Background: an optimization exercise with open tools, aiming at small area, a short achievable clock period and few clock cycles per item. Do not read the settings as production practice.
Only simulation tests tie the RTL to the original design; equivalence was not proved.
Power and IR drop assume default switching activity.

the previous run:
Design fft_4pt, start of the top module:
module fft_4pt #(
    parameter DATA_WIDTH = 16
) (
    input clk,
    input rst_n,
    input data_valid_in,
    input  signed [DATA_WIDTH-1:0] x0_r,
    input  signed [DATA_WIDTH-1:0] x0_i,
    input  signed [DATA_WIDTH-1:0] x1_r,
    input  signed [DATA_WIDTH-1:0] x1_i,
    input  signed [DATA_WIDTH-1:0] x2_r,
    input  signed [DATA_WIDTH-1:0] x2_i,
    input  signed [DATA_WIDTH-1:0] x3_r,
    input  signed [DATA_WIDTH-1:0] x3_i,
    output data_valid_out,
    output signed [DATA_WIDTH+1:0] X0_r,
    output signed [DATA_WIDTH+1:0] X0_i,
    output signed [DATA_WIDTH+1:0] X1_r,
    output signed [DATA_WIDTH+1:0] X1_i,
    output signed [DATA_WIDTH+1:0] X2_r,
    output signed [DATA_WIDTH+1:0] X2_i,
    output signed [DATA_WIDTH+1:0] X3_r,
    output signed [DATA_WIDTH+1:0] X3_i
);
==> module fft_4pt, before the edit <==
module fft_4pt #(
    parameter DATA_WIDTH = 16
) (
    input clk,
    input rst_n,
    input data_valid_in,
    input  signed [DATA_WIDTH-1:0] x0_r,
    input  signed [DATA_WIDTH-1:0] x0_i,
    input  signed [DATA_WIDTH-1:0] x1_r,
    input  signed [DATA_WIDTH-1:0] x1_i,
    input  signed [DATA_WIDTH-1:0] x2_r,
    input  signed [DATA_WIDTH-1:0] x2_i,
    input  signed [DATA_WIDTH-1:0] x3_r,
    input  signed [DATA_WIDTH-1:0] x3_i,
    output data_valid_out,
    output signed [DATA_WIDTH+1:0] X0_r,
    output signed [DATA_WIDTH+1:0] X0_i,
    output signed [DATA_WIDTH+1:0] X1_r,
    output signed [DATA_WIDTH+1:0] X1_i,
    output signed [DATA_WIDTH+1:0] X2_r,
    output signed [DATA_WIDTH+1:0] X2_i,
    output signed [DATA_WIDTH+1:0] X3_r,
    output signed [DATA_WIDTH+1:0] X3_i
);
    localparam S1 = DATA_WIDTH + 1;    
    localparam S2 = DATA_WIDTH + 2;    
    localparam K  = 12;                 
    localparam HW = S2 - K;            
    function automatic [17:0] add17(input [16:0] a, input [16:0] b, input ci);
        reg [16:0] p, G, P, G2, P2;
        integer i, d;
        begin
            p = a ^ b;  G = a & b;  P = p;
            G[0] = G[0] | (p[0] & ci);
            for (d = 1; d < 17; d = d * 2) begin
                G2 = G;  P2 = P;
                for (i = 0; i < 17; i = i + 1)
                    if (((i + 1) % (2 * d)) == 0) begin
                        G2[i] = G[i] | (P[i] & G[i-d]);  P2[i] = P[i] & P[i-d];
                    end
                G = G2;  P = P2;
            end
            for (d = 16; d >= 1; d = d / 2) begin
                G2 = G;  P2 = P;
                for (i = 0; i < 17; i = i + 1)
                    if (((i + 1) % (2 * d)) == d && i >= 2 * d) begin
                        G2[i] = G[i] | (P[i] & G[i-d]);  P2[i] = P[i] & P[i-d];
                    end
                G = G2;  P = P2;
            end
            add17 = {G[16], p ^ {G[15:0], ci}};
        end
    endfunction
    function automatic [12:0] addk(input [11:0] a, input [11:0] b, input ci);
        reg [11:0] p, G, P, G2, P2;
        integer i, d;
        begin
            p = a ^ b;  G = a & b;  P = p;
            G[0] = G[0] | (p[0] & ci);
            for (d = 1; d < 12; d = d * 2) begin
                G2 = G;  P2 = P;
                for (i = 0; i < 12; i = i + 1)
                    if (((i + 1) % (2 * d)) == 0) begin
                        G2[i] = G[i] | (P[i] & G[i-d]);  P2[i] = P[i] & P[i-d];
                    end
                G = G2;  P = P2;
            end
            for (d = 16; d >= 1; d = d / 2) begin
                G2 = G;  P2 = P;
                for (i = 0; i < 12; i = i + 1)
                    if (((i + 1) % (2 * d)) == d && i >= 2 * d) begin
                        G2[i] = G[i] | (P[i] & G[i-d]);  P2[i] = P[i] & P[i-d];
                    end
                G = G2;  P = P2;
            end
            addk = {G[11], p ^ {G[10:0], ci}};
        end
    endfunction
    function automatic [6:0] addh(input [5:0] a, input [5:0] b, input ci);
        reg [5:0] p, G, P, G2, P2;
        integer i, d;
        begin
            p = a ^ b;  G = a & b;  P = p;
            G[0] = G[0] | (p[0] & ci);
            for (d = 1; d < 6; d = d * 2) begin
                G2 = G;  P2 = P;
                for (i = 0; i < 6; i = i + 1)
                    if (((i + 1) % (2 * d)) == 0) begin
                        G2[i] = G[i] | (P[i] & G[i-d]);  P2[i] = P[i] & P[i-d];
                    end
                G = G2;  P = P2;
            end
            for (d = 16; d >= 1; d = d / 2) begin
                G2 = G;  P2 = P;
                for (i = 0; i < 6; i = i + 1)
                    if (((i + 1) % (2 * d)) == d && i >= 2 * d) begin
                        G2[i] = G[i] | (P[i] & G[i-d]);  P2[i] = P[i] & P[i-d];
                    end
                G = G2;  P = P2;
            end
            addh = {G[5], p ^ {G[4:0], ci}};
        end
    endfunction
    function automatic [S1-1:0] bf1(input [DATA_WIDTH-1:0] a, input [DATA_WIDTH-1:0] b, input sub);
        reg [S1-1:0] bb;
        reg [S1:0]   t;
        begin
            bb = {b[DATA_WIDTH-1], b} ^ {S1{sub}};
            t = add17({a[DATA_WIDTH-1], a}, bb, sub);
            bf1 = t[S1-1:0];
        end
    endfunction
    reg signed [S1-1:0] A_r, A_i, B_r, B_i, C_r, C_i, D_r, D_i;
    always @(posedge clk) begin
        A_r <= bf1(x0_r, x2_r, 1'b0);  A_i <= bf1(x0_i, x2_i, 1'b0);
        B_r <= bf1(x0_r, x2_r, 1'b1);  B_i <= bf1(x0_i, x2_i, 1'b1);
        C_r <= bf1(x1_r, x3_r, 1'b0);  C_i <= bf1(x1_i, x3_i, 1'b0);
        D_r <= bf1(x1_r, x3_r, 1'b1);  D_i <= bf1(x1_i, x3_i, 1'b1);
    end
    function automatic [S2:0] bfly(input [S1-1:0] p, input [S1-1:0] q, input sub);
        reg [S1-1:0] qq;
        reg [K:0]    lo;
        reg [HW-1:0] hi;
        begin
            qq = sub ? ~q : q;
            lo = addk(p[K-1:0], qq[K-1:0], sub);
            hi = addh({p[S1-1], p[S1-1:K]}, {qq[S1-1], qq[S1-1:K]}, 1'b0);
            bfly = {hi, lo};
        end
    endfunction
    reg [S2:0] Y0_r, Y0_i, Y1_r, Y1_i, Y2_r, Y2_i, Y3_r, Y3_i;
    always @(posedge clk) begin
        Y0_r <= bfly(A_r, C_r, 1'b0);  Y0_i <= bfly(A_i, C_i, 1'b0);
        Y1_r <= bfly(B_r, D_i, 1'b0);  Y1_i <= bfly(B_i, D_r, 1'b1);
        Y2_r <= bfly(A_r, C_r, 1'b1);  Y2_i <= bfly(A_i, C_i, 1'b1);
        Y3_r <= bfly(B_r, D_i, 1'b1);  Y3_i <= bfly(B_i, D_r, 1'b0);
    end
    reg valid_s1, valid_s2;
    always @(posedge clk or negedge rst_n) begin
        if (!rst_n) begin
            valid_s1 <= 1'b0;
            valid_s2 <= 1'b0;
        end else begin
            valid_s1 <= data_valid_in;
            valid_s2 <= valid_s1;
        end
    end
    function automatic [S2-1:0] fin(input [S2:0] y);
        reg [HW-1:0] h, t;
        integer i;
        begin
            h = y[S2:K+1];
            for (i = 0; i < HW; i = i + 1)
                t[i] = y[K] & ((h & ((1 << i) - 1)) == ((1 << i) - 1));
            fin = {h ^ t, y[K-1:0]};
        end
    endfunction
    assign X0_r = fin(Y0_r);  assign X0_i = fin(Y0_i);
    assign X1_r = fin(Y1_r);  assign X1_i = fin(Y1_i);
    assign X2_r = fin(Y2_r);  assign X2_i = fin(Y2_i);
    assign X3_r = fin(Y3_r);  assign X3_i = fin(Y3_i);
    assign data_valid_out = valid_s2;
endmodule
clock: 3.0 ns
lec_check: 0
abc_area: 1
cap_margin: 20
core_margin: 2
core_utilization: 62
cts_buf_list: sky130_fd_sc_hd__clkbuf_4 sky130_fd_sc_hd__clkbuf_8
cts_cluster_diameter: 60
cts_cluster_size: 16
setup_slack_margin: 0.6
slew_margin: 20
buffer_ports_args: -buffer_cell sky130_fd_sc_hd__buf_1
standard.sh (not shown) runs the stock make flow with config.mk's settings and CLKGATE_MAP_FILE= SYNTH_SCRIPT=/design/flow/synth_recipe.tcl, a recipe that flattens the netlist after the stock synthesis.
==> flow/flow/run.sh <==
#!/bin/bash
# The standard layout (standard.sh), with the port buffers that buffer_ports
# inserts made of plain buf_1 cells instead of its default delay buffer.
set -euo pipefail
cd "$(dirname "$0")/.."
echo "export BUFFER_PORTS_ARGS = -buffer_cell sky130_fd_sc_hd__buf_1" >> config.mk
bash standard.sh > standard.log 2>&1
Testbench counts of the previous run, summed over its fixed seeds: cycles 8,016, items 8,000.
## Diff of input files: the current run against the previous run
diff --git a/flow/design.v b/flow/design.v
--- a/flow/design.v
+++ b/flow/design.v
@@ -23,9 +23,9 @@
     output signed [DATA_WIDTH+1:0] X3_i
 );
     localparam S1 = DATA_WIDTH + 1;    
     localparam S2 = DATA_WIDTH + 2;    
-    localparam K  = 12;                 
+    localparam K  = 11;                 
     localparam HW = S2 - K;            
     function automatic [17:0] add17(input [16:0] a, input [16:0] b, input ci);
         reg [16:0] p, G, P, G2, P2;
         integer i, d;
@@ -50,56 +50,56 @@
             end
             add17 = {G[16], p ^ {G[15:0], ci}};
         end
     endfunction
-    function automatic [12:0] addk(input [11:0] a, input [11:0] b, input ci);
-        reg [11:0] p, G, P, G2, P2;
+    function automatic [11:0] addk(input [10:0] a, input [10:0] b, input ci);
+        reg [10:0] p, G, P, G2, P2;
         integer i, d;
         begin
             p = a ^ b;  G = a & b;  P = p;
             G[0] = G[0] | (p[0] & ci);
-            for (d = 1; d < 12; d = d * 2) begin
+            for (d = 1; d < 11; d = d * 2) begin
                 G2 = G;  P2 = P;
-                for (i = 0; i < 12; i = i + 1)
+                for (i = 0; i < 11; i = i + 1)
                     if (((i + 1) % (2 * d)) == 0) begin
                         G2[i] = G[i] | (P[i] & G[i-d]);  P2[i] = P[i] & P[i-d];
                     end
                 G = G2;  P = P2;
             end
             for (d = 16; d >= 1; d = d / 2) begin
                 G2 = G;  P2 = P;
-                for (i = 0; i < 12; i = i + 1)
+                for (i = 0; i < 11; i = i + 1)
                     if (((i + 1) % (2 * d)) == d && i >= 2 * d) begin
                         G2[i] = G[i] | (P[i] & G[i-d]);  P2[i] = P[i] & P[i-d];
                     end
                 G = G2;  P = P2;
             end
-            addk = {G[11], p ^ {G[10:0], ci}};
+            addk = {G[10], p ^ {G[9:0], ci}};
         end
     endfunction
-    function automatic [6:0] addh(input [5:0] a, input [5:0] b, input ci);
-        reg [5:0] p, G, P, G2, P2;
+    function automatic [7:0] addh(input [6:0] a, input [6:0] b, input ci);
+        reg [6:0] p, G, P, G2, P2;
         integer i, d;
         begin
             p = a ^ b;  G = a & b;  P = p;
             G[0] = G[0] | (p[0] & ci);
-            for (d = 1; d < 6; d = d * 2) begin
+            for (d = 1; d < 7; d = d * 2) begin
                 G2 = G;  P2 = P;
-                for (i = 0; i < 6; i = i + 1)
+                for (i = 0; i < 7; i = i + 1)
                     if (((i + 1) % (2 * d)) == 0) begin
                         G2[i] = G[i] | (P[i] & G[i-d]);  P2[i] = P[i] & P[i-d];
                     end
                 G = G2;  P = P2;
             end
             for (d = 16; d >= 1; d = d / 2) begin
                 G2 = G;  P2 = P;
-                for (i = 0; i < 6; i = i + 1)
+                for (i = 0; i < 7; i = i + 1)
                     if (((i + 1) % (2 * d)) == d && i >= 2 * d) begin
                         G2[i] = G[i] | (P[i] & G[i-d]);  P2[i] = P[i] & P[i-d];
                     end
                 G = G2;  P = P2;
             end
-            addh = {G[5], p ^ {G[4:0], ci}};
+            addh = {G[6], p ^ {G[5:0], ci}};
         end
     endfunction
     function automatic [S1-1:0] bf1(input [DATA_WIDTH-1:0] a, input [DATA_WIDTH-1:0] b, input sub);
         reg [S1-1:0] bb;
Notes after the runs:
- Worst-path cell with the longest stage delay = sky130_fd_sc_hd__dfxtp_2: the current run; worst-path cell with the longest stage delay = sky130_fd_sc_hd__fa_1: the previous run
- flip-flop to flip-flop as the type of the worst setup path was reported by the previous run, and flip-flop to primary output by the current run.
- The previous run -> the current run: power attributed to the clock group flat
- Changes observed in the current run relative to the previous run: netlist area before placement -0.49%; fmax moved down.
- Number of nets in the layout: lower on the previous run
- From the previous run to the current run the numbers moved as follows: worst setup slack went down, layout overhead on the synthesized area shows an increase of 2.4 points.
- The current run vs the previous run — total length of routed wires rose about 1.5%.
- The current run: final worst-path cycle share 1.3 points above the previous run
- The fraction of synthesized cell area in xor and xnor cells was comparable across the current run and the previous run.
Testbench counts of the current run, summed over its fixed seeds: cycles 8,016, items 8,000.

separate check: timing with driven ports:
The results above use ideal ports. As a check the final layouts listed here were re-extracted and re-timed, cells and wires unchanged. Step 1 (the two cells are an assumption about what drives the block):
set clk [get_ports {clk}]
set_driving_cell -lib_cell sky130_fd_sc_hd__clkbuf_16 $clk
set_driving_cell -lib_cell sky130_fd_sc_hd__buf_2 [delete_from_list [all_inputs] $clk]
Step 2 adds t to the input delays and takes it off the output delays; t is the mean of the earliest and latest rising clock arrival at the registers after step 1. Input paths then give back, and output paths get back, about the clock's delay inside the block. a / b / c = ideal ports / drivers / drivers and shift; a / b = the first two.
run | t, ns | setup slack, ns | hold WS [ns]
the previous run | 0.652 | 0.695 / 0.652 / 0.319 | 0.098 / 0.077 / 0.367
the current run | 0.629 | 0.658 / 0.608 / 0.340 | 0.112 / 0.087 / 0.363
After both steps setup and hold are still met in every run listed. The setup slack of the previous run, which loses most, moves by -0.043 ns with the drivers and by -0.376 ns with both steps.
